What follows belongs to an exercise in optimizing a design on an open flow for small area and a short achievable clock period; a production flow would make more cautious choices.
No functional check of the RTL was part of any run shown here.
Power and IR drop assume default switching activity.

==> run.sh <==
#!/bin/bash
# synth_recipe.tcl (not shown) runs the flow's synth.tcl, then flattens the netlist and writes it again
# the make line also repeats each setting of config.mk as NAME=value (left out here)
make -C /OpenROAD-flow-scripts/flow DESIGN_CONFIG=/design/flow/config.mk WORK_HOME=/design/flow/orfs CLKGATE_MAP_FILE= SYNTH_SCRIPT=/design/flow/synth_recipe.tcl finish
==> config.mk <==
export PLATFORM = sky130hd
export DESIGN_NAME = matrix_accelerator
export DESIGN_NICKNAME = matrix_accelerator
export VERILOG_FILES = /design/flow/design.v
export SDC_FILE = /design/flow/constraint.sdc
export NUM_CORES = 4
export LEC_CHECK = 0
export CAP_MARGIN = 20
export CORE_MARGIN = 2
export CORE_UTILIZATION = 40
export SETUP_SLACK_MARGIN = 3.5
export SLEW_MARGIN = 20
export SYNTH_HIERARCHICAL = 1
export SYNTH_MINIMUM_KEEP_SIZE = 0
==> constraint.sdc <==
create_clock -name core_clock -period 8.0 [get_ports {clk}]
set_input_delay 1.6000 -clock core_clock [delete_from_list [all_inputs] [get_ports {clk}]]
set_output_delay 1.6000 -clock core_clock [all_outputs]
set_load 0.01 [all_outputs]
==> design.v <==
`timescale 1ns / 1ps
module pe #(
    parameter WI = 0,       
    parameter WO = 16,      
    parameter SOUTH = 1     
) (
    input  wire                 clk,
    input  wire                 rst,
    input  wire                 load_weight,
    input  wire                 hold,        
    input  wire [7:0]           in_n,
    input  wire [7:0]           in_m,        
    input  wire [(WI>0?WI:1)-1:0] in_w,
    output wire [7:0]           out_s,
    output reg  [WO-1:0]        out_e
);
    reg  [7:0]    weight_reg;
    wire [WO-1:0] d;         
    generate
        if (WI == 0) begin : C0
            mac_0_16 mac (.a(in_m), .b(weight_reg), .hold(hold), .rst(rst), .d(d));
        end else begin : CJ
            if (WI == 16)
                mac_16_17 mac (.a(in_m), .b(weight_reg), .e(in_w), .hold(hold), .rst(rst), .d(d));
            else if (WO == 17)
                mac_17_17 mac (.a(in_m), .b(weight_reg), .e(in_w), .hold(hold), .rst(rst), .d(d));
            else
                mac_17_18 mac (.a(in_m), .b(weight_reg), .e(in_w), .hold(hold), .rst(rst), .d(d));
        end
    endgenerate
    generate
        if (SOUTH) begin : S
            reg [7:0] q;
            always @(posedge clk or posedge rst)
                if (rst) q <= 8'd0;
                else     q <= in_n;
            assign out_s = q;
        end else begin : NS
            assign out_s = 8'd0;
        end
    endgenerate
    always @(posedge clk)
        if (load_weight) weight_reg <= in_n;
    always @(posedge clk)
        out_e <= d;
endmodule
module mac_0_16 (
    input  wire [7:0] a,
    input  wire [7:0] b,
    input  wire hold,
    input  wire rst,
    output wire [15:0] d
);
    wire t0 = a[0] & b[0];
    wire t1 = a[0] & b[1];
    wire t2 = a[0] & b[2];
    wire t3 = a[0] & b[3];
    wire t4 = a[0] & b[4];
    wire t5 = a[0] & b[5];
    wire t6 = a[0] & b[6];
    wire t7 = ~(a[0] & b[7]);
    wire t8 = a[1] & b[0];
    wire t9 = a[1] & b[1];
    wire t10 = a[1] & b[2];
    wire t11 = a[1] & b[3];
    wire t12 = a[1] & b[4];
    wire t13 = a[1] & b[5];
    wire t14 = a[1] & b[6];
    wire t15 = ~(a[1] & b[7]);
    wire t16 = a[2] & b[0];
    wire t17 = a[2] & b[1];
    wire t18 = a[2] & b[2];
    wire t19 = a[2] & b[3];
    wire t20 = a[2] & b[4];
    wire t21 = a[2] & b[5];
    wire t22 = a[2] & b[6];
    wire t23 = ~(a[2] & b[7]);
    wire t24 = a[3] & b[0];
    wire t25 = a[3] & b[1];
    wire t26 = a[3] & b[2];
    wire t27 = a[3] & b[3];
    wire t28 = a[3] & b[4];
    wire t29 = a[3] & b[5];
    wire t30 = a[3] & b[6];
    wire t31 = ~(a[3] & b[7]);
    wire t32 = a[4] & b[0];
    wire t33 = a[4] & b[1];
    wire t34 = a[4] & b[2];
    wire t35 = a[4] & b[3];
    wire t36 = a[4] & b[4];
    wire t37 = a[4] & b[5];
    wire t38 = a[4] & b[6];
    wire t39 = ~(a[4] & b[7]);
    wire t40 = a[5] & b[0];
    wire t41 = a[5] & b[1];
    wire t42 = a[5] & b[2];
    wire t43 = a[5] & b[3];
    wire t44 = a[5] & b[4];
    wire t45 = a[5] & b[5];
    wire t46 = a[5] & b[6];
    wire t47 = ~(a[5] & b[7]);
    wire t48 = a[6] & b[0];
    wire t49 = a[6] & b[1];
    wire t50 = a[6] & b[2];
    wire t51 = a[6] & b[3];
    wire t52 = a[6] & b[4];
    wire t53 = a[6] & b[5];
    wire t54 = a[6] & b[6];
    wire t55 = ~(a[6] & b[7]);
    wire t56 = ~(a[7] & b[0]);
    wire t57 = ~(a[7] & b[1]);
    wire t58 = ~(a[7] & b[2]);
    wire t59 = ~(a[7] & b[3]);
    wire t60 = ~(a[7] & b[4]);
    wire t61 = ~(a[7] & b[5]);
    wire t62 = ~(a[7] & b[6]);
    wire t63 = a[7] & b[7];
    wire t64, t65;
    csa_ha ut64 (.a(t6), .b(t13), .s(t64), .co(t65));
    wire t66, t67;
    csa_fa ut66 (.a(t7), .b(t14), .c(t21), .s(t66), .co(t67));
    wire t68, t69;
    csa_ha ut68 (.a(t28), .b(t35), .s(t68), .co(t69));
    wire t70, t71;
    csa_fa ut70 (.a(t15), .b(t22), .c(t29), .s(t70), .co(t71));
    wire t72, t73;
    csa_fa ut72 (.a(t36), .b(t43), .c(t50), .s(t72), .co(t73));
    wire t74, t75;
    csa_fa ut74 (.a(t23), .b(t30), .c(t37), .s(t74), .co(t75));
    wire t76, t77;
    csa_ha ut76 (.a(t4), .b(t11), .s(t76), .co(t77));
    wire t78, t79;
    csa_fa ut78 (.a(t5), .b(t12), .c(t19), .s(t78), .co(t79));
    wire t80, t81;
    csa_ha ut80 (.a(t26), .b(t33), .s(t80), .co(t81));
    wire t82, t83;
    csa_fa ut82 (.a(t20), .b(t27), .c(t34), .s(t82), .co(t83));
    wire t84, t85;
    csa_fa ut84 (.a(t41), .b(t48), .c(t64), .s(t84), .co(t85));
    wire t86, t87;
    csa_fa ut86 (.a(t42), .b(t49), .c(t56), .s(t86), .co(t87));
    wire t88, t89;
    csa_fa ut88 (.a(t66), .b(t68), .c(t65), .s(t88), .co(t89));
    wire t90 = ~(t57 ^ t70);
    wire t91 = t57 | t70;
    wire t92, t93;
    csa_fa ut92 (.a(t72), .b(t67), .c(t69), .s(t92), .co(t93));
    wire t94, t95;
    csa_fa ut94 (.a(t44), .b(t51), .c(t58), .s(t94), .co(t95));
    wire t96, t97;
    csa_fa ut96 (.a(t74), .b(t71), .c(t73), .s(t96), .co(t97));
    wire t98, t99;
    csa_fa ut98 (.a(t31), .b(t38), .c(t45), .s(t98), .co(t99));
    wire t100, t101;
    csa_fa ut100 (.a(t52), .b(t59), .c(t75), .s(t100), .co(t101));
    wire t102, t103;
    csa_fa ut102 (.a(t39), .b(t46), .c(t53), .s(t102), .co(t103));
    wire t104, t105;
    csa_ha ut104 (.a(t3), .b(t10), .s(t104), .co(t105));
    wire t106, t107;
    csa_fa ut106 (.a(t18), .b(t25), .c(t32), .s(t106), .co(t107));
    wire t108, t109;
    csa_fa ut108 (.a(t40), .b(t78), .c(t80), .s(t108), .co(t109));
    wire t110, t111;
    csa_fa ut110 (.a(t82), .b(t84), .c(t79), .s(t110), .co(t111));
    wire t112, t113;
    csa_fa ut112 (.a(t86), .b(t88), .c(t83), .s(t112), .co(t113));
    wire t114, t115;
    csa_fa ut114 (.a(t90), .b(t92), .c(t87), .s(t114), .co(t115));
    wire t116, t117;
    csa_fa ut116 (.a(t94), .b(t96), .c(t91), .s(t116), .co(t117));
    wire t118, t119;
    csa_fa ut118 (.a(t98), .b(t100), .c(t95), .s(t118), .co(t119));
    wire t120, t121;
    csa_fa ut120 (.a(t60), .b(t102), .c(t99), .s(t120), .co(t121));
    wire t122, t123;
    csa_fa ut122 (.a(t47), .b(t54), .c(t61), .s(t122), .co(t123));
    wire t124, t125;
    csa_ha ut124 (.a(t2), .b(t9), .s(t124), .co(t125));
    wire t126, t127;
    csa_fa ut126 (.a(t17), .b(t24), .c(t104), .s(t126), .co(t127));
    wire t128, t129;
    csa_fa ut128 (.a(t76), .b(t106), .c(t105), .s(t128), .co(t129));
    wire t130, t131;
    csa_fa ut130 (.a(t77), .b(t108), .c(t107), .s(t130), .co(t131));
    wire t132, t133;
    csa_fa ut132 (.a(t81), .b(t110), .c(t109), .s(t132), .co(t133));
    wire t134, t135;
    csa_fa ut134 (.a(t85), .b(t112), .c(t111), .s(t134), .co(t135));
    wire t136, t137;
    csa_fa ut136 (.a(t89), .b(t114), .c(t113), .s(t136), .co(t137));
    wire t138, t139;
    csa_fa ut138 (.a(t93), .b(t116), .c(t115), .s(t138), .co(t139));
    wire t140, t141;
    csa_fa ut140 (.a(t97), .b(t118), .c(t117), .s(t140), .co(t141));
    wire t142, t143;
    csa_fa ut142 (.a(t101), .b(t120), .c(t119), .s(t142), .co(t143));
    wire t144, t145;
    csa_fa ut144 (.a(t103), .b(t122), .c(t121), .s(t144), .co(t145));
    wire t146, t147;
    csa_fa ut146 (.a(t55), .b(t62), .c(t123), .s(t146), .co(t147));
    wire [15:0] ra = {1'b1, t63, t146, t144, t142, t140, t138, t136, t134, t132, t130, t128, t126, t16, t1, t0};
    wire [15:0] rb = {1'b0, t147, t145, t143, t141, t139, t137, t135, t133, t131, t129, t127, t125, t124, t8, 1'b0};
    wire [15:0] y = ra + rb;
    wire [15:0] e_ext = 16'd0;
    assign d = rst ? 16'd0 : hold ? e_ext : y;
endmodule
module mac_16_17 (
    input  wire [7:0] a,
    input  wire [7:0] b,
    input  wire [15:0] e,
    input  wire hold,
    input  wire rst,
    output wire [16:0] d
);
    wire t0 = a[0] & b[0];
    wire t1 = a[0] & b[1];
    wire t2 = a[0] & b[2];
    wire t3 = a[0] & b[3];
    wire t4 = a[0] & b[4];
    wire t5 = a[0] & b[5];
    wire t6 = a[0] & b[6];
    wire t7 = ~(a[0] & b[7]);
    wire t8 = a[1] & b[0];
    wire t9 = a[1] & b[1];
    wire t10 = a[1] & b[2];
    wire t11 = a[1] & b[3];
    wire t12 = a[1] & b[4];
    wire t13 = a[1] & b[5];
    wire t14 = a[1] & b[6];
    wire t15 = ~(a[1] & b[7]);
    wire t16 = a[2] & b[0];
    wire t17 = a[2] & b[1];
    wire t18 = a[2] & b[2];
    wire t19 = a[2] & b[3];
    wire t20 = a[2] & b[4];
    wire t21 = a[2] & b[5];
    wire t22 = a[2] & b[6];
    wire t23 = ~(a[2] & b[7]);
    wire t24 = a[3] & b[0];
    wire t25 = a[3] & b[1];
    wire t26 = a[3] & b[2];
    wire t27 = a[3] & b[3];
    wire t28 = a[3] & b[4];
    wire t29 = a[3] & b[5];
    wire t30 = a[3] & b[6];
    wire t31 = ~(a[3] & b[7]);
    wire t32 = a[4] & b[0];
    wire t33 = a[4] & b[1];
    wire t34 = a[4] & b[2];
    wire t35 = a[4] & b[3];
    wire t36 = a[4] & b[4];
    wire t37 = a[4] & b[5];
    wire t38 = a[4] & b[6];
    wire t39 = ~(a[4] & b[7]);
    wire t40 = a[5] & b[0];
    wire t41 = a[5] & b[1];
    wire t42 = a[5] & b[2];
    wire t43 = a[5] & b[3];
    wire t44 = a[5] & b[4];
    wire t45 = a[5] & b[5];
    wire t46 = a[5] & b[6];
    wire t47 = ~(a[5] & b[7]);
    wire t48 = a[6] & b[0];
    wire t49 = a[6] & b[1];
    wire t50 = a[6] & b[2];
    wire t51 = a[6] & b[3];
    wire t52 = a[6] & b[4];
    wire t53 = a[6] & b[5];
    wire t54 = a[6] & b[6];
    wire t55 = ~(a[6] & b[7]);
    wire t56 = ~(a[7] & b[0]);
    wire t57 = ~(a[7] & b[1]);
    wire t58 = ~(a[7] & b[2]);
    wire t59 = ~(a[7] & b[3]);
    wire t60 = ~(a[7] & b[4]);
    wire t61 = ~(a[7] & b[5]);
    wire t62 = ~(a[7] & b[6]);
    wire t63 = a[7] & b[7];
    wire t64 = ~e[15];
    wire t65, t66;
    csa_ha ut65 (.a(t5), .b(t12), .s(t65), .co(t66));
    wire t67, t68;
    csa_fa ut67 (.a(t6), .b(t13), .c(t20), .s(t67), .co(t68));
    wire t69, t70;
    csa_ha ut69 (.a(t27), .b(t34), .s(t69), .co(t70));
    wire t71, t72;
    csa_fa ut71 (.a(t7), .b(t14), .c(t21), .s(t71), .co(t72));
    wire t73, t74;
    csa_fa ut73 (.a(t28), .b(t35), .c(t42), .s(t73), .co(t74));
    wire t75, t76;
    csa_ha ut75 (.a(t49), .b(t56), .s(t75), .co(t76));
    wire t77, t78;
    csa_fa ut77 (.a(t15), .b(t22), .c(t29), .s(t77), .co(t78));
    wire t79, t80;
    csa_fa ut79 (.a(t36), .b(t43), .c(t50), .s(t79), .co(t80));
    wire t81 = ~(t57 ^ e[8]);
    wire t82 = t57 | e[8];
    wire t83, t84;
    csa_fa ut83 (.a(t23), .b(t30), .c(t37), .s(t83), .co(t84));
    wire t85, t86;
    csa_fa ut85 (.a(t44), .b(t51), .c(t58), .s(t85), .co(t86));
    wire t87, t88;
    csa_fa ut87 (.a(t31), .b(t38), .c(t45), .s(t87), .co(t88));
    wire t89, t90;
    csa_ha ut89 (.a(t3), .b(t10), .s(t89), .co(t90));
    wire t91, t92;
    csa_fa ut91 (.a(t4), .b(t11), .c(t18), .s(t91), .co(t92));
    wire t93, t94;
    csa_ha ut93 (.a(t25), .b(t32), .s(t93), .co(t94));
    wire t95, t96;
    csa_fa ut95 (.a(t19), .b(t26), .c(t33), .s(t95), .co(t96));
    wire t97, t98;
    csa_fa ut97 (.a(t40), .b(e[5]), .c(t65), .s(t97), .co(t98));
    wire t99, t100;
    csa_fa ut99 (.a(t41), .b(t48), .c(e[6]), .s(t99), .co(t100));
    wire t101, t102;
    csa_fa ut101 (.a(t67), .b(t69), .c(t66), .s(t101), .co(t102));
    wire t103, t104;
    csa_fa ut103 (.a(e[7]), .b(t71), .c(t73), .s(t103), .co(t104));
    wire t105, t106;
    csa_fa ut105 (.a(t75), .b(t68), .c(t70), .s(t105), .co(t106));
    wire t107, t108;
    csa_fa ut107 (.a(t77), .b(t79), .c(t81), .s(t107), .co(t108));
    wire t109, t110;
    csa_fa ut109 (.a(t72), .b(t74), .c(t76), .s(t109), .co(t110));
    wire t111, t112;
    csa_fa ut111 (.a(e[9]), .b(t83), .c(t85), .s(t111), .co(t112));
    wire t113, t114;
    csa_fa ut113 (.a(t78), .b(t80), .c(t82), .s(t113), .co(t114));
    wire t115, t116;
    csa_fa ut115 (.a(t52), .b(t59), .c(e[10]), .s(t115), .co(t116));
    wire t117, t118;
    csa_fa ut117 (.a(t87), .b(t84), .c(t86), .s(t117), .co(t118));
    wire t119, t120;
    csa_fa ut119 (.a(t39), .b(t46), .c(t53), .s(t119), .co(t120));
    wire t121, t122;
    csa_fa ut121 (.a(t60), .b(e[11]), .c(t88), .s(t121), .co(t122));
    wire t123, t124;
    csa_fa ut123 (.a(t47), .b(t54), .c(t61), .s(t123), .co(t124));
    wire t125, t126;
    csa_ha ut125 (.a(t2), .b(t9), .s(t125), .co(t126));
    wire t127, t128;
    csa_fa ut127 (.a(t17), .b(t24), .c(e[3]), .s(t127), .co(t128));
    wire t129, t130;
    csa_fa ut129 (.a(e[4]), .b(t91), .c(t93), .s(t129), .co(t130));
    wire t131, t132;
    csa_fa ut131 (.a(t95), .b(t97), .c(t92), .s(t131), .co(t132));
    wire t133, t134;
    csa_fa ut133 (.a(t99), .b(t101), .c(t96), .s(t133), .co(t134));
    wire t135, t136;
    csa_fa ut135 (.a(t103), .b(t105), .c(t100), .s(t135), .co(t136));
    wire t137, t138;
    csa_fa ut137 (.a(t107), .b(t109), .c(t104), .s(t137), .co(t138));
    wire t139, t140;
    csa_fa ut139 (.a(t111), .b(t113), .c(t108), .s(t139), .co(t140));
    wire t141, t142;
    csa_fa ut141 (.a(t115), .b(t117), .c(t112), .s(t141), .co(t142));
    wire t143, t144;
    csa_fa ut143 (.a(t119), .b(t121), .c(t116), .s(t143), .co(t144));
    wire t145, t146;
    csa_fa ut145 (.a(e[12]), .b(t123), .c(t120), .s(t145), .co(t146));
    wire t147, t148;
    csa_fa ut147 (.a(t55), .b(t62), .c(e[13]), .s(t147), .co(t148));
    wire t149, t150;
    csa_ha ut149 (.a(t1), .b(t8), .s(t149), .co(t150));
    wire t151, t152;
    csa_fa ut151 (.a(t16), .b(e[2]), .c(t125), .s(t151), .co(t152));
    wire t153, t154;
    csa_fa ut153 (.a(t89), .b(t127), .c(t126), .s(t153), .co(t154));
    wire t155, t156;
    csa_fa ut155 (.a(t90), .b(t129), .c(t128), .s(t155), .co(t156));
    wire t157, t158;
    csa_fa ut157 (.a(t94), .b(t131), .c(t130), .s(t157), .co(t158));
    wire t159, t160;
    csa_fa ut159 (.a(t98), .b(t133), .c(t132), .s(t159), .co(t160));
    wire t161, t162;
    csa_fa ut161 (.a(t102), .b(t135), .c(t134), .s(t161), .co(t162));
    wire t163, t164;
    csa_fa ut163 (.a(t106), .b(t137), .c(t136), .s(t163), .co(t164));
    wire t165, t166;
    csa_fa ut165 (.a(t110), .b(t139), .c(t138), .s(t165), .co(t166));
    wire t167, t168;
    csa_fa ut167 (.a(t114), .b(t141), .c(t140), .s(t167), .co(t168));
    wire t169, t170;
    csa_fa ut169 (.a(t118), .b(t143), .c(t142), .s(t169), .co(t170));
    wire t171, t172;
    csa_fa ut171 (.a(t122), .b(t145), .c(t144), .s(t171), .co(t172));
    wire t173, t174;
    csa_fa ut173 (.a(t124), .b(t147), .c(t146), .s(t173), .co(t174));
    wire t175, t176;
    csa_fa ut175 (.a(t63), .b(e[14]), .c(t148), .s(t175), .co(t176));
    wire [16:0] ra = {1'b1, t64, t175, t173, t171, t169, t167, t165, t163, t161, t159, t157, t155, t153, t151, e[1], t0};
    wire [16:0] rb = {1'b0, t176, t174, t172, t170, t168, t166, t164, t162, t160, t158, t156, t154, t152, t150, t149, e[0]};
    wire [16:0] y = ra + rb;
    wire [16:0] e_ext = {{1{e[15]}}, e};
    assign d = rst ? 17'd0 : hold ? e_ext : y;
endmodule
module mac_17_17 (
    input  wire [7:0] a,
    input  wire [7:0] b,
    input  wire [16:0] e,
    input  wire hold,
    input  wire rst,
    output wire [16:0] d
);
    wire t0 = a[0] & b[0];
    wire t1 = a[0] & b[1];
    wire t2 = a[0] & b[2];
    wire t3 = a[0] & b[3];
    wire t4 = a[0] & b[4];
    wire t5 = a[0] & b[5];
    wire t6 = a[0] & b[6];
    wire t7 = ~(a[0] & b[7]);
    wire t8 = a[1] & b[0];
    wire t9 = a[1] & b[1];
    wire t10 = a[1] & b[2];
    wire t11 = a[1] & b[3];
    wire t12 = a[1] & b[4];
    wire t13 = a[1] & b[5];
    wire t14 = a[1] & b[6];
    wire t15 = ~(a[1] & b[7]);
    wire t16 = a[2] & b[0];
    wire t17 = a[2] & b[1];
    wire t18 = a[2] & b[2];
    wire t19 = a[2] & b[3];
    wire t20 = a[2] & b[4];
    wire t21 = a[2] & b[5];
    wire t22 = a[2] & b[6];
    wire t23 = ~(a[2] & b[7]);
    wire t24 = a[3] & b[0];
    wire t25 = a[3] & b[1];
    wire t26 = a[3] & b[2];
    wire t27 = a[3] & b[3];
    wire t28 = a[3] & b[4];
    wire t29 = a[3] & b[5];
    wire t30 = a[3] & b[6];
    wire t31 = ~(a[3] & b[7]);
    wire t32 = a[4] & b[0];
    wire t33 = a[4] & b[1];
    wire t34 = a[4] & b[2];
    wire t35 = a[4] & b[3];
    wire t36 = a[4] & b[4];
    wire t37 = a[4] & b[5];
    wire t38 = a[4] & b[6];
    wire t39 = ~(a[4] & b[7]);
    wire t40 = a[5] & b[0];
    wire t41 = a[5] & b[1];
    wire t42 = a[5] & b[2];
    wire t43 = a[5] & b[3];
    wire t44 = a[5] & b[4];
    wire t45 = a[5] & b[5];
    wire t46 = a[5] & b[6];
    wire t47 = ~(a[5] & b[7]);
    wire t48 = a[6] & b[0];
    wire t49 = a[6] & b[1];
    wire t50 = a[6] & b[2];
    wire t51 = a[6] & b[3];
    wire t52 = a[6] & b[4];
    wire t53 = a[6] & b[5];
    wire t54 = a[6] & b[6];
    wire t55 = ~(a[6] & b[7]);
    wire t56 = ~(a[7] & b[0]);
    wire t57 = ~(a[7] & b[1]);
    wire t58 = ~(a[7] & b[2]);
    wire t59 = ~(a[7] & b[3]);
    wire t60 = ~(a[7] & b[4]);
    wire t61 = ~(a[7] & b[5]);
    wire t62 = ~(a[7] & b[6]);
    wire t63 = a[7] & b[7];
    wire t64 = ~e[16];
    wire t65, t66;
    csa_ha ut65 (.a(t5), .b(t12), .s(t65), .co(t66));
    wire t67, t68;
    csa_fa ut67 (.a(t6), .b(t13), .c(t20), .s(t67), .co(t68));
    wire t69, t70;
    csa_ha ut69 (.a(t27), .b(t34), .s(t69), .co(t70));
    wire t71, t72;
    csa_fa ut71 (.a(t7), .b(t14), .c(t21), .s(t71), .co(t72));
    wire t73, t74;
    csa_fa ut73 (.a(t28), .b(t35), .c(t42), .s(t73), .co(t74));
    wire t75, t76;
    csa_ha ut75 (.a(t49), .b(t56), .s(t75), .co(t76));
    wire t77, t78;
    csa_fa ut77 (.a(t15), .b(t22), .c(t29), .s(t77), .co(t78));
    wire t79, t80;
    csa_fa ut79 (.a(t36), .b(t43), .c(t50), .s(t79), .co(t80));
    wire t81 = ~(t57 ^ e[8]);
    wire t82 = t57 | e[8];
    wire t83, t84;
    csa_fa ut83 (.a(t23), .b(t30), .c(t37), .s(t83), .co(t84));
    wire t85, t86;
    csa_fa ut85 (.a(t44), .b(t51), .c(t58), .s(t85), .co(t86));
    wire t87, t88;
    csa_fa ut87 (.a(t31), .b(t38), .c(t45), .s(t87), .co(t88));
    wire t89, t90;
    csa_ha ut89 (.a(t3), .b(t10), .s(t89), .co(t90));
    wire t91, t92;
    csa_fa ut91 (.a(t4), .b(t11), .c(t18), .s(t91), .co(t92));
    wire t93, t94;
    csa_ha ut93 (.a(t25), .b(t32), .s(t93), .co(t94));
    wire t95, t96;
    csa_fa ut95 (.a(t19), .b(t26), .c(t33), .s(t95), .co(t96));
    wire t97, t98;
    csa_fa ut97 (.a(t40), .b(e[5]), .c(t65), .s(t97), .co(t98));
    wire t99, t100;
    csa_fa ut99 (.a(t41), .b(t48), .c(e[6]), .s(t99), .co(t100));
    wire t101, t102;
    csa_fa ut101 (.a(t67), .b(t69), .c(t66), .s(t101), .co(t102));
    wire t103, t104;
    csa_fa ut103 (.a(e[7]), .b(t71), .c(t73), .s(t103), .co(t104));
    wire t105, t106;
    csa_fa ut105 (.a(t75), .b(t68), .c(t70), .s(t105), .co(t106));
    wire t107, t108;
    csa_fa ut107 (.a(t77), .b(t79), .c(t81), .s(t107), .co(t108));
    wire t109, t110;
    csa_fa ut109 (.a(t72), .b(t74), .c(t76), .s(t109), .co(t110));
    wire t111, t112;
    csa_fa ut111 (.a(e[9]), .b(t83), .c(t85), .s(t111), .co(t112));
    wire t113, t114;
    csa_fa ut113 (.a(t78), .b(t80), .c(t82), .s(t113), .co(t114));
    wire t115, t116;
    csa_fa ut115 (.a(t52), .b(t59), .c(e[10]), .s(t115), .co(t116));
    wire t117, t118;
    csa_fa ut117 (.a(t87), .b(t84), .c(t86), .s(t117), .co(t118));
    wire t119, t120;
    csa_fa ut119 (.a(t39), .b(t46), .c(t53), .s(t119), .co(t120));
    wire t121, t122;
    csa_fa ut121 (.a(t60), .b(e[11]), .c(t88), .s(t121), .co(t122));
    wire t123, t124;
    csa_fa ut123 (.a(t47), .b(t54), .c(t61), .s(t123), .co(t124));
    wire t125, t126;
    csa_ha ut125 (.a(t2), .b(t9), .s(t125), .co(t126));
    wire t127, t128;
    csa_fa ut127 (.a(t17), .b(t24), .c(e[3]), .s(t127), .co(t128));
    wire t129, t130;
    csa_fa ut129 (.a(e[4]), .b(t91), .c(t93), .s(t129), .co(t130));
    wire t131, t132;
    csa_fa ut131 (.a(t95), .b(t97), .c(t92), .s(t131), .co(t132));
    wire t133, t134;
    csa_fa ut133 (.a(t99), .b(t101), .c(t96), .s(t133), .co(t134));
    wire t135, t136;
    csa_fa ut135 (.a(t103), .b(t105), .c(t100), .s(t135), .co(t136));
    wire t137, t138;
    csa_fa ut137 (.a(t107), .b(t109), .c(t104), .s(t137), .co(t138));
    wire t139, t140;
    csa_fa ut139 (.a(t111), .b(t113), .c(t108), .s(t139), .co(t140));
    wire t141, t142;
    csa_fa ut141 (.a(t115), .b(t117), .c(t112), .s(t141), .co(t142));
    wire t143, t144;
    csa_fa ut143 (.a(t119), .b(t121), .c(t116), .s(t143), .co(t144));
    wire t145, t146;
    csa_fa ut145 (.a(e[12]), .b(t123), .c(t120), .s(t145), .co(t146));
    wire t147, t148;
    csa_fa ut147 (.a(t55), .b(t62), .c(e[13]), .s(t147), .co(t148));
    wire t149, t150;
    csa_ha ut149 (.a(t1), .b(t8), .s(t149), .co(t150));
    wire t151, t152;
    csa_fa ut151 (.a(t16), .b(e[2]), .c(t125), .s(t151), .co(t152));
    wire t153, t154;
    csa_fa ut153 (.a(t89), .b(t127), .c(t126), .s(t153), .co(t154));
    wire t155, t156;
    csa_fa ut155 (.a(t90), .b(t129), .c(t128), .s(t155), .co(t156));
    wire t157, t158;
    csa_fa ut157 (.a(t94), .b(t131), .c(t130), .s(t157), .co(t158));
    wire t159, t160;
    csa_fa ut159 (.a(t98), .b(t133), .c(t132), .s(t159), .co(t160));
    wire t161, t162;
    csa_fa ut161 (.a(t102), .b(t135), .c(t134), .s(t161), .co(t162));
    wire t163, t164;
    csa_fa ut163 (.a(t106), .b(t137), .c(t136), .s(t163), .co(t164));
    wire t165, t166;
    csa_fa ut165 (.a(t110), .b(t139), .c(t138), .s(t165), .co(t166));
    wire t167, t168;
    csa_fa ut167 (.a(t114), .b(t141), .c(t140), .s(t167), .co(t168));
    wire t169, t170;
    csa_fa ut169 (.a(t118), .b(t143), .c(t142), .s(t169), .co(t170));
    wire t171, t172;
    csa_fa ut171 (.a(t122), .b(t145), .c(t144), .s(t171), .co(t172));
    wire t173, t174;
    csa_fa ut173 (.a(t124), .b(t147), .c(t146), .s(t173), .co(t174));
    wire t175, t176;
    csa_fa ut175 (.a(t63), .b(e[14]), .c(t148), .s(t175), .co(t176));
    wire t177 = ~e[15];
    wire [16:0] ra = {t64, t177, t175, t173, t171, t169, t167, t165, t163, t161, t159, t157, t155, t153, t151, e[1], t0};
    wire [16:0] rb = {e[15], t176, t174, t172, t170, t168, t166, t164, t162, t160, t158, t156, t154, t152, t150, t149, e[0]};
    wire [16:0] y = ra + rb;
    wire [16:0] e_ext = {{0{e[16]}}, e};
    assign d = rst ? 17'd0 : hold ? e_ext : y;
endmodule
module mac_17_18 (
    input  wire [7:0] a,
    input  wire [7:0] b,
    input  wire [16:0] e,
    input  wire hold,
    input  wire rst,
    output wire [17:0] d
);
    wire t0 = a[0] & b[0];
    wire t1 = a[0] & b[1];
    wire t2 = a[0] & b[2];
    wire t3 = a[0] & b[3];
    wire t4 = a[0] & b[4];
    wire t5 = a[0] & b[5];
    wire t6 = a[0] & b[6];
    wire t7 = ~(a[0] & b[7]);
    wire t8 = a[1] & b[0];
    wire t9 = a[1] & b[1];
    wire t10 = a[1] & b[2];
    wire t11 = a[1] & b[3];
    wire t12 = a[1] & b[4];
    wire t13 = a[1] & b[5];
    wire t14 = a[1] & b[6];
    wire t15 = ~(a[1] & b[7]);
    wire t16 = a[2] & b[0];
    wire t17 = a[2] & b[1];
    wire t18 = a[2] & b[2];
    wire t19 = a[2] & b[3];
    wire t20 = a[2] & b[4];
    wire t21 = a[2] & b[5];
    wire t22 = a[2] & b[6];
    wire t23 = ~(a[2] & b[7]);
    wire t24 = a[3] & b[0];
    wire t25 = a[3] & b[1];
    wire t26 = a[3] & b[2];
    wire t27 = a[3] & b[3];
    wire t28 = a[3] & b[4];
    wire t29 = a[3] & b[5];
    wire t30 = a[3] & b[6];
    wire t31 = ~(a[3] & b[7]);
    wire t32 = a[4] & b[0];
    wire t33 = a[4] & b[1];
    wire t34 = a[4] & b[2];
    wire t35 = a[4] & b[3];
    wire t36 = a[4] & b[4];
    wire t37 = a[4] & b[5];
    wire t38 = a[4] & b[6];
    wire t39 = ~(a[4] & b[7]);
    wire t40 = a[5] & b[0];
    wire t41 = a[5] & b[1];
    wire t42 = a[5] & b[2];
    wire t43 = a[5] & b[3];
    wire t44 = a[5] & b[4];
    wire t45 = a[5] & b[5];
    wire t46 = a[5] & b[6];
    wire t47 = ~(a[5] & b[7]);
    wire t48 = a[6] & b[0];
    wire t49 = a[6] & b[1];
    wire t50 = a[6] & b[2];
    wire t51 = a[6] & b[3];
    wire t52 = a[6] & b[4];
    wire t53 = a[6] & b[5];
    wire t54 = a[6] & b[6];
    wire t55 = ~(a[6] & b[7]);
    wire t56 = ~(a[7] & b[0]);
    wire t57 = ~(a[7] & b[1]);
    wire t58 = ~(a[7] & b[2]);
    wire t59 = ~(a[7] & b[3]);
    wire t60 = ~(a[7] & b[4]);
    wire t61 = ~(a[7] & b[5]);
    wire t62 = ~(a[7] & b[6]);
    wire t63 = a[7] & b[7];
    wire t64 = ~e[16];
    wire t65, t66;
    csa_ha ut65 (.a(t5), .b(t12), .s(t65), .co(t66));
    wire t67, t68;
    csa_fa ut67 (.a(t6), .b(t13), .c(t20), .s(t67), .co(t68));
    wire t69, t70;
    csa_ha ut69 (.a(t27), .b(t34), .s(t69), .co(t70));
    wire t71, t72;
    csa_fa ut71 (.a(t7), .b(t14), .c(t21), .s(t71), .co(t72));
    wire t73, t74;
    csa_fa ut73 (.a(t28), .b(t35), .c(t42), .s(t73), .co(t74));
    wire t75, t76;
    csa_ha ut75 (.a(t49), .b(t56), .s(t75), .co(t76));
    wire t77, t78;
    csa_fa ut77 (.a(t15), .b(t22), .c(t29), .s(t77), .co(t78));
    wire t79, t80;
    csa_fa ut79 (.a(t36), .b(t43), .c(t50), .s(t79), .co(t80));
    wire t81 = ~(t57 ^ e[8]);
    wire t82 = t57 | e[8];
    wire t83, t84;
    csa_fa ut83 (.a(t23), .b(t30), .c(t37), .s(t83), .co(t84));
    wire t85, t86;
    csa_fa ut85 (.a(t44), .b(t51), .c(t58), .s(t85), .co(t86));
    wire t87, t88;
    csa_fa ut87 (.a(t31), .b(t38), .c(t45), .s(t87), .co(t88));
    wire t89, t90;
    csa_ha ut89 (.a(t3), .b(t10), .s(t89), .co(t90));
    wire t91, t92;
    csa_fa ut91 (.a(t4), .b(t11), .c(t18), .s(t91), .co(t92));
    wire t93, t94;
    csa_ha ut93 (.a(t25), .b(t32), .s(t93), .co(t94));
    wire t95, t96;
    csa_fa ut95 (.a(t19), .b(t26), .c(t33), .s(t95), .co(t96));
    wire t97, t98;
    csa_fa ut97 (.a(t40), .b(e[5]), .c(t65), .s(t97), .co(t98));
    wire t99, t100;
    csa_fa ut99 (.a(t41), .b(t48), .c(e[6]), .s(t99), .co(t100));
    wire t101, t102;
    csa_fa ut101 (.a(t67), .b(t69), .c(t66), .s(t101), .co(t102));
    wire t103, t104;
    csa_fa ut103 (.a(e[7]), .b(t71), .c(t73), .s(t103), .co(t104));
    wire t105, t106;
    csa_fa ut105 (.a(t75), .b(t68), .c(t70), .s(t105), .co(t106));
    wire t107, t108;
    csa_fa ut107 (.a(t77), .b(t79), .c(t81), .s(t107), .co(t108));
    wire t109, t110;
    csa_fa ut109 (.a(t72), .b(t74), .c(t76), .s(t109), .co(t110));
    wire t111, t112;
    csa_fa ut111 (.a(e[9]), .b(t83), .c(t85), .s(t111), .co(t112));
    wire t113, t114;
    csa_fa ut113 (.a(t78), .b(t80), .c(t82), .s(t113), .co(t114));
    wire t115, t116;
    csa_fa ut115 (.a(t52), .b(t59), .c(e[10]), .s(t115), .co(t116));
    wire t117, t118;
    csa_fa ut117 (.a(t87), .b(t84), .c(t86), .s(t117), .co(t118));
    wire t119, t120;
    csa_fa ut119 (.a(t39), .b(t46), .c(t53), .s(t119), .co(t120));
    wire t121, t122;
    csa_fa ut121 (.a(t60), .b(e[11]), .c(t88), .s(t121), .co(t122));
    wire t123, t124;
    csa_fa ut123 (.a(t47), .b(t54), .c(t61), .s(t123), .co(t124));
    wire t125, t126;
    csa_ha ut125 (.a(t2), .b(t9), .s(t125), .co(t126));
    wire t127, t128;
    csa_fa ut127 (.a(t17), .b(t24), .c(e[3]), .s(t127), .co(t128));
    wire t129, t130;
    csa_fa ut129 (.a(e[4]), .b(t91), .c(t93), .s(t129), .co(t130));
    wire t131, t132;
    csa_fa ut131 (.a(t95), .b(t97), .c(t92), .s(t131), .co(t132));
    wire t133, t134;
    csa_fa ut133 (.a(t99), .b(t101), .c(t96), .s(t133), .co(t134));
    wire t135, t136;
    csa_fa ut135 (.a(t103), .b(t105), .c(t100), .s(t135), .co(t136));
    wire t137, t138;
    csa_fa ut137 (.a(t107), .b(t109), .c(t104), .s(t137), .co(t138));
    wire t139, t140;
    csa_fa ut139 (.a(t111), .b(t113), .c(t108), .s(t139), .co(t140));
    wire t141, t142;
    csa_fa ut141 (.a(t115), .b(t117), .c(t112), .s(t141), .co(t142));
    wire t143, t144;
    csa_fa ut143 (.a(t119), .b(t121), .c(t116), .s(t143), .co(t144));
    wire t145, t146;
    csa_fa ut145 (.a(e[12]), .b(t123), .c(t120), .s(t145), .co(t146));
    wire t147, t148;
    csa_fa ut147 (.a(t55), .b(t62), .c(e[13]), .s(t147), .co(t148));
    wire t149, t150;
    csa_ha ut149 (.a(t1), .b(t8), .s(t149), .co(t150));
    wire t151, t152;
    csa_fa ut151 (.a(t16), .b(e[2]), .c(t125), .s(t151), .co(t152));
    wire t153, t154;
    csa_fa ut153 (.a(t89), .b(t127), .c(t126), .s(t153), .co(t154));
    wire t155, t156;
    csa_fa ut155 (.a(t90), .b(t129), .c(t128), .s(t155), .co(t156));
    wire t157, t158;
    csa_fa ut157 (.a(t94), .b(t131), .c(t130), .s(t157), .co(t158));
    wire t159, t160;
    csa_fa ut159 (.a(t98), .b(t133), .c(t132), .s(t159), .co(t160));
    wire t161, t162;
    csa_fa ut161 (.a(t102), .b(t135), .c(t134), .s(t161), .co(t162));
    wire t163, t164;
    csa_fa ut163 (.a(t106), .b(t137), .c(t136), .s(t163), .co(t164));
    wire t165, t166;
    csa_fa ut165 (.a(t110), .b(t139), .c(t138), .s(t165), .co(t166));
    wire t167, t168;
    csa_fa ut167 (.a(t114), .b(t141), .c(t140), .s(t167), .co(t168));
    wire t169, t170;
    csa_fa ut169 (.a(t118), .b(t143), .c(t142), .s(t169), .co(t170));
    wire t171, t172;
    csa_fa ut171 (.a(t122), .b(t145), .c(t144), .s(t171), .co(t172));
    wire t173, t174;
    csa_fa ut173 (.a(t124), .b(t147), .c(t146), .s(t173), .co(t174));
    wire t175, t176;
    csa_fa ut175 (.a(t63), .b(e[14]), .c(t148), .s(t175), .co(t176));
    wire t177 = ~e[15];
    wire [17:0] ra = {1'b1, t64, t177, t175, t173, t171, t169, t167, t165, t163, t161, t159, t157, t155, t153, t151, e[1], t0};
    wire [17:0] rb = {1'b0, e[15], t176, t174, t172, t170, t168, t166, t164, t162, t160, t158, t156, t154, t152, t150, t149, e[0]};
    wire [17:0] y = ra + rb;
    wire [17:0] e_ext = {{1{e[16]}}, e};
    assign d = rst ? 18'd0 : hold ? e_ext : y;
endmodule
module csa_fa (input wire a, input wire b, input wire c, output wire s, output wire co);
    assign s  = a ^ b ^ c;
    assign co = (a & b) | (a & c) | (b & c);
endmodule
module csa_ha (input wire a, input wire b, output wire s, output wire co);
    assign s  = a ^ b;
    assign co = a & b;
endmodule
`timescale 1ns / 1ps
module skew_buffer(
    input  wire        clk,
    input  wire        rst,
    input  wire [31:0] raw_input,
    output wire [31:0] skewed_output
);
    reg [7:0] d1_1;
    reg [7:0] d2_1, d2_2;
    reg [7:0] d3_1, d3_2, d3_3;
    always @(posedge clk or posedge rst) begin
        if (rst) begin
            d1_1 <= 0;
            d2_1 <= 0; d2_2 <= 0;
            d3_1 <= 0; d3_2 <= 0; d3_3 <= 0;
        end else begin
            d1_1 <= raw_input[15:8];
            d2_1 <= raw_input[23:16];
            d2_2 <= d2_1;
            d3_1 <= raw_input[31:24];
            d3_2 <= d3_1;
            d3_3 <= d3_2;
        end
    end
    assign skewed_output = {d3_3, d2_2, d1_1, raw_input[7:0]};
endmodule
`timescale 1ns / 1ps
module systolic_array(
    input  wire        clk,
    input  wire        rst,
    input  wire        load_weight,
    input  wire        hold,
    input  wire [31:0] in_n,
    input  wire [31:0] in_m,        
    output wire [95:0] out_e
);
    genvar i, j;
    generate
        for (i = 0; i < 4; i = i + 1) begin : ROW
            wire [7:0]  n0, n1, n2, n3;
            wire [7:0]  m0, m1, m2, m3;
            wire [15:0] e0;
            wire [16:0] e1, e2;
            wire [17:0] e3;
            wire [7:0]  s0, s1, s2, s3;
            if (i == 0) begin : TOP
                assign {n3, n2, n1, n0} = in_n;
                assign {m3, m2, m1, m0} = in_m;
            end else begin : BELOW
                assign {n3, n2, n1, n0} = {ROW[i-1].s3, ROW[i-1].s2, ROW[i-1].s1, ROW[i-1].s0};
                assign {m3, m2, m1, m0} = {n3, n2, n1, n0};
            end
            pe #(.WI(0),  .WO(16), .SOUTH(i < 3)) c0 (clk, rst, load_weight, hold, n0, m0, 1'b0, s0, e0);
            pe #(.WI(16), .WO(17), .SOUTH(i < 3)) c1 (clk, rst, load_weight, hold, n1, m1, e0,   s1, e1);
            pe #(.WI(17), .WO(17), .SOUTH(i < 3)) c2 (clk, rst, load_weight, hold, n2, m2, e1,   s2, e2);
            pe #(.WI(17), .WO(18), .SOUTH(i < 3)) c3 (clk, rst, load_weight, hold, n3, m3, e2,   s3, e3);
            assign out_e[24*i +: 24] = {{6{e3[17]}}, e3};
        end
    endgenerate
endmodule
`timescale 1ns / 1ps
module matrix_accelerator(
    input  wire        clk,
    input  wire        rst,
    input  wire        load_weight,
    input  wire [31:0] activation_in,
    output wire [95:0] result_out
);
    wire [31:0] skewed;
    skew_buffer skew_unit (
        .clk(clk),
        .rst(rst),
        .raw_input(activation_in),
        .skewed_output(skewed)
    );
    reg valid;
    always @(posedge clk or posedge rst)
        if (rst)              valid <= 1'b0;
        else if (load_weight) valid <= 1'b1;
    wire [31:0] in_n = {load_weight ? activation_in[31:8] : skewed[31:8],
                        activation_in[7:0]};
    systolic_array array_core (
        .clk(clk),
        .rst(rst),
        .load_weight(load_weight),
        .hold(load_weight | ~valid),
        .in_n(in_n),
        .in_m(skewed),   
        .out_e(result_out)
    );
endmodule
==> flow_summary.ini, run 1 <==
[clocking]
holdBufCountCts = 0
cts_sinks = 545
clock_latency_ps = 650
cts_buffer_depth = 3
root_buffer = clkbuf_16
path_clk_slew_ps = 60
cts_tree = done
cts_buffers = 68
cts_htree_levels = 3

[global_routing]
top_usage_layer = met2
use_met1 = 0.258
gr-total-overflow = 0
antenna_found_initial = 3
grt_pass1_vias = 37400
grt_max_degree = 130
use_met3 = 0.0258
grt_pass1_wl_mm = 201
use_met2 = 0.315
grt_usage = 0.188

[routing]
drc = 0
dr.pass1.iters = 5
drt-initial-drc-count = 2029
vias = 35700
routedWlPerCell_um = 18.0
ant_nets = 0
wl_mm = 121
viasPerCell = 5.29

[critical_path]
worstReg2RegEnd = array_core.ROW[0].c2.out_e[15]
startpoint_type = flop
path_cells = and2_4, fa_1, fa_1, fa_1, fa_2, ha_4, a21o_1, a31oi_1, nor2_4, a31oi_4, nor4_1, or3_4
worstPathArrival_ps = 5030
crit_buf_inv = 0
r2r_cells = 12
critPathRequiredTime_ps = 8530
crit_family = adder cells
crit_top_cell = fa_1
setup.worst_path.end_class = flop
cp_slowest_cell = fa_2
reg2reg_slack_ps = 3500
path_max_fanout = 6
cpPeakStageDelay_ps = 600
critical_path_class = reg -> reg
timing.rr.start = array_core.ROW[0].c2.weight_reg[4]

[timing]
finClkSkew_ps = 22.2
period_share = 0.562
max-slew-margin-rel = 0.343
fmax_mhz = 222
grt_setup_unrepaired = yes
tns_ps = 0
hold-worst-slack_ps = 345
finalHoldViolCount = 0
period_needed_ps = 4500
worst_pin_slew_ps = 985
drv_slew = 0
setup_violations = 0

[logic_synthesis]
avgSynthCellArea_um2 = 10.6
syn_nets = 5971
netlist_instances = 4828
netlist_area_mm2 = 0.0513
yosysWarnings = 16

[finish]
largest_reg_flops = 72
area_growth_pct = 14.1
layout-drive-gt1-share = 0.125
instances_no_fill = 6746
fin_nets = 6171
antenna_cells = 0
regMostFlops = array_core.ROW.c3.out_e
final_common_cell = and2_1
largest_registers = array_core.ROW.c3.out_e (72), array_core.ROW.c1.out_e (68), array_core.ROW.c2.out_e (68)
most-common-layout-cells = and2_1, fa_1, nand2_1, ha_1, dfxtp_1
final_design_area_no_fill_mm2 = 0.0585

[worst_hold_path]
hold_path.class = reg -> reg
min_to = skew_unit.d2_2[6]
worstHoldStart = skew_unit.d2_1[6]
holdPathStages = 0

[outcome]
status = finished clean

[die]
rows = 131
boundaryPins = 131
die_y_um = 362
die_w_um = 362
die_area_mm2 = 0.131
core_mm2 = 0.127
initial_core_util = 0.403

[placement]
place_area_mm2 = 0.0542
port_buffers = 130
dp_cells = 6506
place_congestion = 0.870
dpl.hpwl_mm = 94.1

[power]
vdd.ir_drop.worst_v = 0.000243
p_leak_nw = 24.9
p_per_area_mw_per_mm2 = 441
power_mw = 25.8

[run]
cap_violations = 0
[per-layer routing]
layer,up-vias,part of all wire
met4,0,0.019
met3,160,0.038
met2,680,0.48
met1,18100,0.46
met5,-,0
li1,16800,-
[through the flow]
stage | util | worst slack (ps)
after global routing | 0.460 | 3370
after floorplan | - | 3040
after global placement | 0.426 | 2300
after CTS | 0.447 | 3460
final | 0.460 | 3500
after detailed placement | 0.426 | 2260
[repair_timing]
| item | CTS | global route |
|---|---|---|
| setup endpoints to repair | 30 | 69 |
| resized for setup | 92 | 254 |
| buffers inserted | 29 | 85 |
| pin swaps | 11 | 87 |
[layout make-up]
type	count	area, um^2
repair buffers	253	2300
inverters	174	653
clock buffers	93	1960
fillers	11800	68800
clock inverters	33	374
well taps	1662	2080
multi-input cells	3986	38100
flip-flops and latches	545	13000
[worst register-to-register path: cells and delay by family, from the launching register on]
family | cells | cell delay [ps]
AOI/OAI and AO/OA | 3 | 840
adders and majority gates | 5 | 2290
DFF | 1 | 490
and+or+nand+nor | 4 | 760
[worst max path at each step]
stage	startpoint	to	slack, ps	cells past startpoint
floorplan	activation_in[4]	array_core.ROW[0].c0.out_e[15]	3040	12
global placement	activation_in[0]	array_core.ROW[0].c0.out_e[15]	2300	12
detailed placement	activation_in[4]	array_core.ROW[0].c0.out_e[15]	2260	12
CTS	activation_in[4]	array_core.ROW[0].c0.out_e[15]	3460	12
global route	array_core.ROW[0].c2.weight_reg[4]	array_core.ROW[0].c2.out_e[15]	3370	12
finish	array_core.ROW[0].c2.weight_reg[4]	array_core.ROW[0].c2.out_e[15]	3500	12
[where the power goes]
part           leakage, nW  internal, mW  switching [mW]  total [mW]
clock                 1.14          1.93            1.26        3.19
combinational         18.6          8.51            10.2        18.7
sequential            5.10          3.36           0.583        3.94
total                 24.9          13.8            12.0        25.8
==> inputs of run 2 (changes only) <==
--- a/config.mk
+++ b/config.mk
@@ -10,3 +10,3 @@
 export CORE_UTILIZATION = 40
-export SETUP_SLACK_MARGIN = 3.5
+export SETUP_SLACK_MARGIN = 3.0
 export SLEW_MARGIN = 20
==> run 2 against run 1 <==
Still clean on timing, DRC and antenna. Global-route usage barely moved. First-iteration DRC count shrank 3.9%. Sequential power about the same. Core utilization down 1.4 points. Clock skew grew 1.2 ps. Non-clock buffer count down 116. Critical endpoint is now array_core.ROW[0].c0.out_e[15]. Largest cell class unchanged. Largest power group unchanged.
==> flow_summary.ini, run 2 <==
[routing]
wl_mm = 119
drc = 0
dr.pass1.iters = 8
ant_nets = 0
viasPerCell = 5.32
vias = 35300
routedWlPerCell_um = 18.0
drt-initial-drc-count = 1950

[logic_synthesis]
yosysWarnings = 16
syn_nets = 5971
netlist_area_mm2 = 0.0513
avgSynthCellArea_um2 = 10.6
netlist_instances = 4828

[timing]
drv_slew = 0
worst_slack_ps = 3220
tns_ps = 0
setup_violations = 0
max-slew-margin-rel = 0.423
finalHoldViolCount = 0
period_needed_ps = 4780
period_share = 0.597
fmax_mhz = 209
grt_setup_unrepaired = no
worst_pin_slew_ps = 865
finClkSkew_ps = 23.4

[clocking]
cts_htree_levels = 3
holdBufCountCts = 0
cts_buffers = 70
cts_sinks = 545
cts_buffer_depth = 3
postCtsSetupRepairBufs = 0
path_clk_slew_ps = 60
cts_tree = done
root_buffer = clkbuf_16
clock_latency_ps = 680

[power]
p_per_area_mw_per_mm2 = 423
p_leak_nw = 24.4
vdd.ir_drop.worst_v = 0.000248

[global_routing]
grt_max_degree = 129
grt_usage = 0.188
grt_pass1_vias = 37200
grt_pass1_wl_mm = 200
antenna_found_initial = 0
gr-total-overflow = 0

[finish]
area_growth_pct = 10.6
regMostFlops = array_core.ROW.c3.out_e
fin_nets = 6057
postLayoutCoreUtil = 0.445
layout-drive-gt1-share = 0.0571
largest_reg_flops = 72
most-common-layout-cells = and2_1, fa_1, nand2_1, ha_1, dfxtp_1
multi_input_area_mm2 = 0.0372
largest_registers = array_core.ROW.c3.out_e (72), array_core.ROW.c1.out_e (68), array_core.ROW.c2.out_e (68)
regArea_mm2 = 0.0129
final_common_cell = and2_1
num-fill-cells = 12000
antenna_cells = 0

[critical_path]
path_max_fanout = 10
setup.worst_path.end_class = flop
worstPathArrival_ps = 5370
critical_path_class = in -> reg
critPathRequiredTime_ps = 8590
startpoint_type = input port

[die]
rows = 131
die_y_um = 362
die_area_mm2 = 0.131
die_w_um = 362
boundaryPins = 131
core_mm2 = 0.127
initial_core_util = 0.403

[worst_hold_path]
hold_path.class = reg -> reg

[placement]
place_congestion = 0.855
pre_cts_ws_ps = 2250
port_buffers = 130
dpl.hpwl_mm = 93.9

[outcome]
status = finished clean

[run]
cap_violations = 0
-- run 2: area by class of cell --
class,count,area share
Timing Repair Buffer,137,0.0251
Tap cell,1662,0.0367
Clock buffer,90,0.0338
Multi-Input combinational cell,3986,0.655
Clock inverter,40,0.00997
Inverter,174,0.0115
Sequential cell,545,0.228
-- run 2: through the flow --
step | total power [mW] | cells | area, um^2 | hold WS [ps]
2_1_floorplan | 17.0 | 4828 | 51400 | 331
3_3_place_gp | 20.4 | 6504 | 54200 | 332
3_5_place_dp | 20.6 | 6504 | 54200 | 335
4_1_cts | 24.1 | 6634 | 56700 | 334
5_1_grt | 26.6 | 6634 | 56700 | 347
6_report | 24.0 | 6634 | 56700 | 333
-- run 2: critical path, cell delays in order --
cell           delay, ps
dlygate4sd2_1        410
nand2_1              130
fa_1                 570
fa_1                 450
fa_1                 520
fa_1                 460
ha_4                 300
a21oi_4              150
o21ai_2               90
a221oi_4             340
o211ai_1             140
a211oi_2             210
-- run 2: worst paths after layout --
| kind | from | endpoint | slack (ps) | cells past startpoint |
|---|---|---|---|---|
| hold / removal | skew_unit.d3_1[7] | skew_unit.d3_2[7] | 330 | 0 |
| setup / recovery | activation_in[0] | array_core.ROW[0].c0.out_e[15] | 3220 | 12 |
| min in group asynchronous | rst | skew_unit.d1_1[0] | 1200 | 2 |
| hold reg to reg | skew_unit.d3_1[7] | skew_unit.d3_2[7] | 330 | 0 |
| setup reg to reg | array_core.ROW[2].c2.S.q[3] | array_core.ROW[3].c2.out_e[16] | 3270 | 13 |
| max in group asynchronous | rst | skew_unit.d3_3[0] | 5950 | 3 |
-- run 2: timing repair --
| action | CTS | global route |
|---|---|---|
| gates resized for setup | 2 | 8 |
| hold endpoints to repair | 0 | 0 |
| setup endpoints to repair | 2 | 9 |
-- run 2: metal layers --
metal	global-route usage	vias up	share of wire	wire, um
li1	-	16600	-	-
met1	0.260	17900	0.47	55900
met2	0.314	608	0.48	57100
met3	0.0238	142	0.034	4080
met4	0.0420	0	0.019	2300
met5	0	-	0	0
-- run 2: report_power, final --
group	switching [mW]	internal, mW
sequential	0.598	3.35
clock	1.37	2.00
combinational	9.38	7.31
total	11.3	12.7

afterwards: timing with drivers on the ports:
The flow's constraints put no driver on any port. The routed layouts listed below were extracted and timed again, unchanged, in two steps. Step 1 sets driving cells, clkbuf_16 on the clock port and buf_2 on the other inputs (assumed; they add their load-dependent delay and slew). Step 2 adds t to the input delays and takes it off the output delays; t is the mean of the earliest and latest rising clock arrival at the registers after step 1. Input paths then give back, and output paths get back, about the clock's delay inside the block. a / b / c = ideal / step 1 / step 2; a / b = the first two.
run | shift t [ns] | setup slack, ns | hold slack, ns | clock arrival spread, ns
run 1 | 0.716 | 3.503 / 3.503 / 2.865 | 0.345 / 0.345 / 0.345 | 0.027 / 0.027
run 2 | 0.746 | 3.222 / 3.271 / 2.534 | 0.333 / 0.333 / 0.333 | 0.024 / 0.023
After both steps every run listed still meets setup and hold. The setup slack of run 2, which loses most, moves by +0.049 ns with the drivers and by -0.688 ns with both steps.
